Source: an optimization exercise on an open RTL-to-GDS flow (aim: a short achievable clock period and few clock cycles). Production flows keep margins and buffers that such runs may drop.
The RTL of this run was laid out without a check of its function.
Power is estimated from default activity; no workload was simulated.

File: flow/design.v
module MY32CPU_top(
	input CLK,
	input RST,
	output [4:0] imem_addr,
	input [31:0] imem_data,
	output reg_we,
	output [4:0] reg_waddr,
	output [31:0] reg_wdata,
	output mem_we,
	output [4:0] mem_addr,
	output [31:0] mem_wdata,
	output [9:0] LEDR
);
	integer i;
	reg [31:0] R [1:15];    
	reg [31:0] M [0:31];    
	reg [15:0] nz;          
	reg [31:0] Mnz;         
	reg [31:0] C  [0:31];   
	reg [4:0]  T  [0:31];   
	reg [31:0] V;           
	reg [31:0] BR;          
	reg [31:0] PT;          
	reg        fp_v;
	reg [4:0]  fp_pc;
	reg [31:0] fp_inst;
	reg [4:0] pc;
	assign imem_addr = pc;
	wire [4:0] pc1 = pc + 5'd1;
	wire [4:0] pc2 = pc + 5'd2;
	wire [4:0] pc3 = pc + 5'd3;
	wire        h0  = V[pc];
	wire        br0 = BR[pc];
	wire        h1  = V[pc1];
	wire        br1 = BR[pc1];
	wire        h2  = V[pc2];
	wire        br2 = BR[pc2];
	wire [31:0] c0  = C[pc];
	wire [4:0]  rs0 = c0[25:21];
	wire [4:0]  rs1 = C[pc1][25:21];
	wire [4:0]  rs2 = C[pc2][25:21];
	wire [4:0]  t0  = T[pc];
	wire [4:0]  t1  = T[pc1];
	wire [4:0]  t2  = T[pc2];
	wire        fp0 = PT[pc]  & nz[rs0[3:0]];
	wire        fp1 = PT[pc1] & nz[rs1[3:0]];
	wire        fp2 = PT[pc2] & nz[rs2[3:0]];
	wire [31:0] i0 = h0 ? c0 : imem_data;
	wire fbub  = h0 & br0;                        
	wire fold1 = h0 & ~br0 & h1 & br1;            
	wire fold2 = fold1 & ~fp1 & h2 & br2;         
	wire [4:0] f_next = fbub  ? (fp0 ? t0 : pc1) :
	                    fold2 ? (fp2 ? t2 : pc3) :
	                    fold1 ? (fp1 ? t1 : pc2) : pc1;
	wire       f_hasbr = fbub | fold1;
	wire [4:0] f_brs1  = fbub ? rs0 : rs1;
	wire       f_pred1 = fbub ? fp0 : fp1;
	wire [4:0] f_alt1  = fbub ? (fp0 ? pc1 : t0) : (fp1 ? pc2 : t1);
	wire [4:0] f_alt2  = fp2 ? pc3 : t2;
	reg        d_valid;
	reg [31:0] d_inst;
	reg [4:0]  d_pc;
	reg        d_fbr, d_pred1, d_br2, d_pred2;
	reg [4:0]  d_brs1, d_alt1, d_brs2, d_alt2;
	wire [5:0] d_op = d_inst[31:26];
	wire [4:0] d_rs = d_inst[25:21];
	wire [4:0] d_rt = d_inst[20:16];
	wire [4:0] d_rd = d_inst[15:11];
	wire [5:0] d_fn = d_inst[5:0];
	wire d_isbr = (d_op == 6'b000111);
	wire d_isr  = (d_op == 6'b000000);
	wire d_issw = (d_op == 6'b101011);
	wire d_islw = (d_op == 6'b100011);
	wire d_rsok = (d_rs != 5'd0) & ~d_rs[4];
	wire d_rtok = (d_rt != 5'd0) & ~d_rt[4];
	wire [4:0] d_tgt = d_pc + d_inst[4:0];
	wire d_mbr   = d_isbr & ~d_fbr;
	wire d_bpred = d_rsok & nz[d_rs[3:0]];
	wire [4:0] d_dest = d_isr ? d_rd : d_rt;
	wire d_wr   = ~d_isbr & ~d_issw;
	wire d_wreg = d_wr & (d_dest != 5'd0) & ~d_dest[4];
	wire d_hasbr = d_isbr | d_fbr;
	wire [4:0] d_b1s  = d_mbr ? d_rs : d_brs1;
	wire d_b1p = d_mbr ? d_bpred : d_pred1;
	wire [4:0] d_b1a = d_mbr ? (d_bpred ? d_pc + 5'd1 : d_tgt) : d_alt1;
	wire d_sub = d_isr & ((d_fn == 6'b101011) | (d_fn == 6'b100100));
	wire d_or  = d_isr & (d_fn == 6'b100101);
	reg        e_valid;
	reg [31:0] e_a, e_b, e_sd;
	reg        e_sub, e_or, e_lw, e_sw, e_wr, e_wreg;
	reg [4:0]  e_dest;
	reg [15:0] e_wsel;
	reg [4:0]  e_maddr;
	reg        e_br1, e_pred1, e_dep1, e_br2, e_pred2, e_dep2;
	reg [4:0]  e_brs1, e_alt1, e_brs2, e_alt2;
	wire [31:0] e_bx  = e_b ^ {32{e_sub}};
	wire [31:0] e_sum = e_a + e_bx + {31'd0, e_sub};
	wire [31:0] e_ld  = M[e_maddr];
	wire [31:0] e_res = e_lw ? e_ld : e_or ? (e_a | e_b) : e_sum;
	wire [31:0] e_k     = {e_a[30:0] | e_bx[30:0], e_sub};
	wire        e_zadd  = ~|(e_a ^ e_bx ^ e_k);
	wire        e_resnz = e_lw ? Mnz[e_maddr] : e_or ? |(e_a | e_b) : ~e_zadd;
	wire e_c1 = e_dep1 ? e_resnz : ((e_brs1[4] | (e_brs1 == 5'd0)) ? 1'b0 : nz[e_brs1[3:0]]);
	wire e_c2 = e_dep2 ? e_resnz : ((e_brs2[4] | (e_brs2 == 5'd0)) ? 1'b0 : nz[e_brs2[3:0]]);
	wire e_mis1 = e_br1 & (e_c1 != e_pred1);
	wire e_mis2 = e_br2 & (e_c2 != e_pred2);
	wire squash = e_valid & (e_mis1 | e_mis2);
	wire [4:0] e_alt = e_mis1 ? e_alt1 : e_alt2;
	wire d_redir = d_valid & d_mbr & d_bpred & ~squash;
	wire [31:0] rf_a = (~d_rsok) ? 32'd0 : R[d_rs[3:0]];
	wire [31:0] rf_b = (~d_rtok) ? 32'd0 : R[d_rt[3:0]];
	wire byp_a = e_valid & e_wreg & (e_dest == d_rs);
	wire byp_b = e_valid & e_wreg & (e_dest == d_rt);
	wire [31:0] d_a  = byp_a ? e_res : rf_a;
	wire [31:0] d_bv = byp_b ? e_res : rf_b;
	wire [31:0] d_imm = {26'd0, d_inst[5:0]};
	reg        o_reg_we, o_mem_we;
	reg [4:0]  o_waddr, o_maddr;
	reg [31:0] o_wdata, o_mwdata;
	assign reg_we    = o_reg_we;
	assign reg_waddr = o_waddr;
	assign reg_wdata = o_wdata;
	assign mem_we    = o_mem_we;
	assign mem_addr  = o_maddr;
	assign mem_wdata = o_mwdata;
	assign LEDR      = M[0][9:0];
	always @(posedge CLK) begin
		if (RST) begin
			pc <= 5'd0;
			V <= 32'd0;
			fp_v <= 1'b0;
			d_valid <= 1'b0;
			e_valid <= 1'b0;
			o_reg_we <= 1'b0;
			o_mem_we <= 1'b0;
			nz <= 16'd0;
			Mnz <= 32'd0;
			for (i = 1; i < 16; i = i + 1) R[i] <= 32'd0;
			for (i = 0; i < 32; i = i + 1) M[i] <= 32'd0;
		end else begin
			fp_v <= ~h0;
			fp_pc <= pc;
			fp_inst <= imem_data;
			if (fp_v) begin
				V[fp_pc] <= 1'b1;
				C[fp_pc] <= fp_inst;
				BR[fp_pc] <= (fp_inst[31:26] == 6'b000111);
				PT[fp_pc] <= (fp_inst[25:21] != 5'd0) & ~fp_inst[25];
				T[fp_pc] <= fp_pc + fp_inst[4:0];
			end
			pc <= squash ? e_alt : d_redir ? d_tgt : f_next;
			d_valid <= ~squash & ~d_redir;
			d_inst <= i0;
			d_pc <= pc;
			d_fbr <= f_hasbr;
			d_brs1 <= f_brs1;
			d_pred1 <= f_pred1;
			d_alt1 <= f_alt1;
			d_br2 <= fold2;
			d_brs2 <= rs2;
			d_pred2 <= fp2;
			d_alt2 <= f_alt2;
			e_valid <= d_valid & ~squash;
			e_a <= d_a;
			e_b <= d_isr ? d_bv : d_imm;
			e_sd <= d_bv;
			e_sub <= d_sub;
			e_or <= d_or;
			e_lw <= d_islw;
			e_sw <= d_issw;
			e_wr <= d_wr;
			e_wreg <= d_wreg;
			e_dest <= d_dest;
			for (i = 0; i < 16; i = i + 1) e_wsel[i] <= d_wreg & (d_dest[3:0] == i);
			e_maddr <= d_a[4:0] + d_inst[4:0];
			e_br1 <= d_hasbr;
			e_pred1 <= d_b1p;
			e_brs1 <= d_b1s;
			e_alt1 <= d_b1a;
			e_dep1 <= d_wreg & (d_dest == d_b1s);
			e_br2 <= d_br2;
			e_pred2 <= d_pred2;
			e_brs2 <= d_brs2;
			e_alt2 <= d_alt2;
			e_dep2 <= d_wreg & (d_dest == d_brs2);
			for (i = 1; i < 16; i = i + 1)
				if (e_valid & e_wsel[i]) begin
					R[i] <= e_res;
					nz[i] <= e_resnz;
				end
			if (e_valid & e_sw) begin
				M[e_maddr] <= e_sd;
				Mnz[e_maddr] <= |e_sd;
			end
			o_reg_we <= e_valid & e_wr;
			o_mem_we <= e_valid & e_sw;
			o_waddr <= e_dest;
			o_wdata <= e_res;
			o_maddr <= e_maddr;
			o_mwdata <= e_sd;
		end
	end
endmodule
File: flow/flow/run.sh
#!/bin/bash
# Standard ORFS layout, with timing repair aiming at a setup slack margin well above the
# default so that the layout is optimised for a short achieved period. The SDC is the standard flow's.
set -euo pipefail
MARGIN=${MARGIN:-7.5}
bash standard.sh SETUP_SLACK_MARGIN=$MARGIN finish > make_finish.log 2>&1
File: flow/standard.sh
#!/bin/bash
# synth_recipe.tcl (not shown) runs the flow's synth.tcl, then flattens the netlist and writes it again
# the make line also repeats each setting of config.mk as NAME=value (left out here)
make -C /OpenROAD-flow-scripts/flow DESIGN_CONFIG=/design/flow/config.mk WORK_HOME=/design/flow/orfs CLKGATE_MAP_FILE= SYNTH_SCRIPT=/design/flow/synth_recipe.tcl "${@:-finish}"
File: flow/config.mk
export PLATFORM = sky130hd
export DESIGN_NAME = MY32CPU_top
export DESIGN_NICKNAME = MY32CPU_top
export VERILOG_FILES = /design/flow/design.v
export SDC_FILE = /design/flow/constraint.sdc
export NUM_CORES = 4
export LEC_CHECK = 0
export ABC_CLOCK_PERIOD_IN_PS = 3000
export CAP_MARGIN = 20
export CORE_MARGIN = 2
export CORE_UTILIZATION = 40
export PLACE_DENSITY = 0.6
export SLEW_MARGIN = 20
File: flow/constraint.sdc
create_clock -name core_clock -period 11.0 [get_ports {CLK}]
set_input_delay 2.2000 -clock core_clock [delete_from_list [all_inputs] [get_ports {CLK}]]
set_output_delay 2.2000 -clock core_clock [all_outputs]
set_load 0.01 [all_outputs]
==> results.txt <==
[kinds of logic (layout without fill, tap and decap cells)]
group,after synthesis,in the layout,share of synthesized area (%)
xor+xnor,136,136,0.8599
compound gates,1723,1724,8.218
flops,2996,2996,60.80
fa+ha+maj,91,91,0.8437
buf+inv,1001,1531,3.035
mux,1137,1137,16.02
other cells,0,9,0
simple gates,2813,2814,10.23
[worst paths after layout]
check,depth (start not counted),slack [ps],start,end
setup / recovery,17,6840,e_sub$_DFFE_PN_,pc[2]$_SDFF_PP0_
hold / removal,0,430,d_pred2$_DFFE_PN_,e_pred2$_DFFE_PN_
hold reg to reg,0,430,d_pred2$_DFFE_PN_,e_pred2$_DFFE_PN_
setup reg to reg,17,6840,e_sub$_DFFE_PN_,pc[2]$_SDFF_PP0_
[through the flow]
| step | total power, mW | cell area (sq um) | hold slack [ps] | utilization (%) | setup WS (ps) |
|---|---|---|---|---|---|
| 4_1_cts | 30.53 | 162100 | 433.2 | 46.94 | 6930 |
| 6_report | 31.00 | 165100 | 430.1 | 47.79 | 6844 |
| 3_5_place_dp | 18.89 | 145300 | 414.4 | 42.06 | 4377 |
| 3_3_place_gp | 18.80 | 145200 | 412.0 | 42.03 | 4386 |
| 2_1_floorplan | 16.99 | 139300 | 400.3 | - | 6626 |
| 5_1_grt | 31.78 | 165100 | 444.4 | 47.79 | 6754 |
[timing repair]
item	4_1_cts	5_1_grt
setup buffers	243	93
gates resized for setup	1130	375
setup endpoints to repair	2997	1477
cloned	50	14
pin swaps	164	109
[critical path, stage by stage, from the launching register on]
cell and delay (ps):
sky130_fd_sc_hd__edfxtp_1 430, sky130_fd_sc_hd__buf_8 180, sky130_fd_sc_hd__buf_16 170, sky130_fd_sc_hd__xor2_2 180, sky130_fd_sc_hd__inv_1 90, sky130_fd_sc_hd__ha_4 270
sky130_fd_sc_hd__xnor2_1 150, sky130_fd_sc_hd__nor4_2 280, sky130_fd_sc_hd__nand4_1 260, sky130_fd_sc_hd__or4_4 650, sky130_fd_sc_hd__a31oi_4 220, sky130_fd_sc_hd__nand3_2 130
sky130_fd_sc_hd__a221oi_4 310, sky130_fd_sc_hd__buf_6 170, sky130_fd_sc_hd__o21ai_1 80, sky130_fd_sc_hd__nor4b_4 150, sky130_fd_sc_hd__a41oi_2 190, sky130_fd_sc_hd__o211ai_1 130
[state kept, by name, indices dropped and copies added, names as in the netlist, 27 cells and up, named ones only]
name	count
M	1024
C	864
R	480
T	160
BR	32
Mnz	32
PT	32
V	32
e_a	32
e_b	32
e_sd	32
o_mwdata	32
o_wdata	32
d_inst	27
fp_inst	27
[routing by layer]
metal | share of wire [%] | wire length, um | GRT usage (%) | vias up
met2 | 46 | 219900 | 41.66 | 6219
li1 | - | - | - | 38500
met4 | 6.0 | 28770 | 12.91 | 2
met1 | 37 | 176800 | 35.04 | 48160
met5 | 0.0015 | 7 | 0 | -
met3 | 11 | 53870 | 5.415 | 1457
[layout make-up]
class	count	area, sq um	share of cell area [%]
inverter	135	580.6	0.3517
timing repair buffer	818	9618	5.826
sequential	2996	84260	51.04
antenna	9	22.52	0.01364
clock buffer	435	8892	5.387
clock inverter	143	1225	0.7420
multi-input combinational	5902	54750	33.17
tap	4578	5728	3.470
[power by group through the flow]
| stage | logic (mW) | registers [mW] | clock network, mW |
|---|---|---|---|
| 2_1_floorplan | 3.75 | 13.2 | 0 |
| 3_3_place_gp | 5.35 | 13.4 | 0 |
| 3_5_place_dp | 5.41 | 13.5 | 0 |
| 4_1_cts | 6.62 | 13.2 | 10.7 |
| 5_1_grt | 7.42 | 13.2 | 11.1 |
| 6_report | 7.19 | 13.2 | 10.6 |
[cells in the final DEF (no fill, tap or decap), types with 188 or more instances in the layout]
cell / netlist / layout
sky130_fd_sc_hd__dfxtp_1: 574 / 563
sky130_fd_sc_hd__mux4_2: 819 / 835
sky130_fd_sc_hd__nand2_1: 851 / 792
sky130_fd_sc_hd__buf_4: 44 / 365
sky130_fd_sc_hd__a22oi_1: 319 / 319
sky130_fd_sc_hd__clkbuf_16: 0 / 348
sky130_fd_sc_hd__edfxtp_1: 2422 / 2422
sky130_fd_sc_hd__and2_1: 1056 / 1040
sky130_fd_sc_hd__nor2_1: 462 / 361
sky130_fd_sc_hd__mux2i_1: 213 / 188
sky130_fd_sc_hd__a21oi_1: 524 / 386
sky130_fd_sc_hd__o21ai_0: 293 / 212
==> results.toml <==
[power]
power_switching_share_pct = 28.86
static-leakage-power_nw = 55.58
internal_power_mw = 22.05
clockPowerShare_pct = 34.3
seqPwrFrac_pct = 42.5
worst_vdd_rail_ir_drop_v = 0.0001562
power.share.combinational_pct = 23.2
power.density_cell_area_nw_per_um2 = 187.8
switching_power_mw = 8.944

[sta]
fin_crit_ps = 4156
fmax_ghz = 0.2406
slew_viol_final = 0
grt_setup_unrepaired = "yes"
worst-slew-pin-transition_ps = 1351
final.setup_skew_ps = 36.29
finalCritPeriodShare_pct = 37.78
fin_tns_setup_ps = 0
final_hold_vios = 0
maxSlewHeadroom_pct = 8.995
timing.final.setup_violations = 0

[logic_synthesis]
yosysSeqAreaShare_pct = 60.80
synth.most_common_cell = "sky130_fd_sc_hd__edfxtp_1"
yosys_warnings = 34
yosys_register_bits = 2996
synthDominantAreaCellType = "sky130_fd_sc_hd__edfxtp_1"
synth.cells.most_frequent = "2422 x sky130_fd_sc_hd__edfxtp_1, 1056 x sky130_fd_sc_hd__and2_1, 851 x sky130_fd_sc_hd__nand2_1"
syn_nets = 10020
yosys_most_used_dff = "sky130_fd_sc_hd__edfxtp_1"
number_of_enable_flip_flop_cells_after_synthesis = 2422
synth_area_per_cell_sq_um = 14.00
number_of_instances_in_the_synthesized_netlist = 9897
synth_top_area_share_pct = 52.51
synth_top_cells_by_area = "sky130_fd_sc_hd__edfxtp_1 53%, sky130_fd_sc_hd__mux4_2 13%, sky130_fd_sc_hd__dfxtp_1 8.3%"
netlist-cell-type-count = 107
syn-cell-area_sq_um = 138500
synth-async-reset-ratio_pct = 0

[global_route]
grt_antenna_before_repair = 15
grt_overflow = 0
grt_first_pass_wirelength_um = 668700
globalRouteTotalUtil_pct = 26.46
grt_start_max_net_pins = 111
first_global_vias = 91800

[clocking]
cts.htree.levels = 5
clk_latency_ps = 940
clock_tree_from_tritoncts = "done"
cts-root-buf = "sky130_fd_sc_hd__clkbuf_16"
cts_hold_buf = 0
clockBufferDepth = 4
numCtsBuffers = 325
clk_transition_reported_paths_ps = 60
cts.sink_count = 2996

[routing]
route.detailed.wl_per_inst_um = 31.93
firstDrtPassIters = 7
routed_wl_um = 479400
vias = 94340
detail-route-antenna-nets = 0
first_iter_violations = 14420
drc = 0
viasPerCell = 6.283

[die]
std_cell_rows = 216
core_area_sq_um = 345400
die_height_um = 592.5
die_w_um = 592.5
initial_utilization_pct = 40.10
die-area_sq_um = 351000
top_level_ports = 125

[status]
outcome = "no timing/DRC/antenna violations"

[place]
buffer_ports.inserted = 119
place.detailed.instances = 14020
routabilityCongestion = 0.9303
post-dp-hpwl_um = 257500

[worst_setup_path]
critPathCaptureType = "flip-flop"
critPathMaxFanout = 7
timing.critical_path.from_type = "flip-flop"
worstPathRequired_ps = 11780
crit_arrival_ps = 4940
criticalPathCategory = "flip-flop to flip-flop"

[finish]
finish.net_count = 10300
finalNonFillerCells = 15020
area_growth_syn_to_layout_pct = 19.17
drive_gt1_share_pct = 27.62
layout.filler_cells = 29340

[worst_hold_path]
worst_hold_path_type = "flip-flop to flip-flop"

[flow_run]
max_cap_viol_count = 0

## re-timing with driven ports
In the flow no input, the clock included, has a driving cell. The finished layout below was timed again as built, in two steps. Step 1 assumes that a clkbuf_16 drives the clock port and a buf_2 every other input. Step 2 also shifts input and output timing later by t, the mid clock arrival at the registers, as if the neighbouring blocks saw the same clock. a / b / c = ideal / step 1 / step 2; a / b = the first two.
t (ns): 1.004
setup WS [ns]: 6.844 / 6.819 / 6.444
hold WS [ns]: 0.430 / 0.430 / 0.430
clock arrival spread, ns: 0.051 / 0.050
cell pins on the clock port's net: 1
After both steps this run still meets setup and hold. For this run, drivers alone change the setup slack by -0.025 ns; drivers and shift together by -0.400 ns.
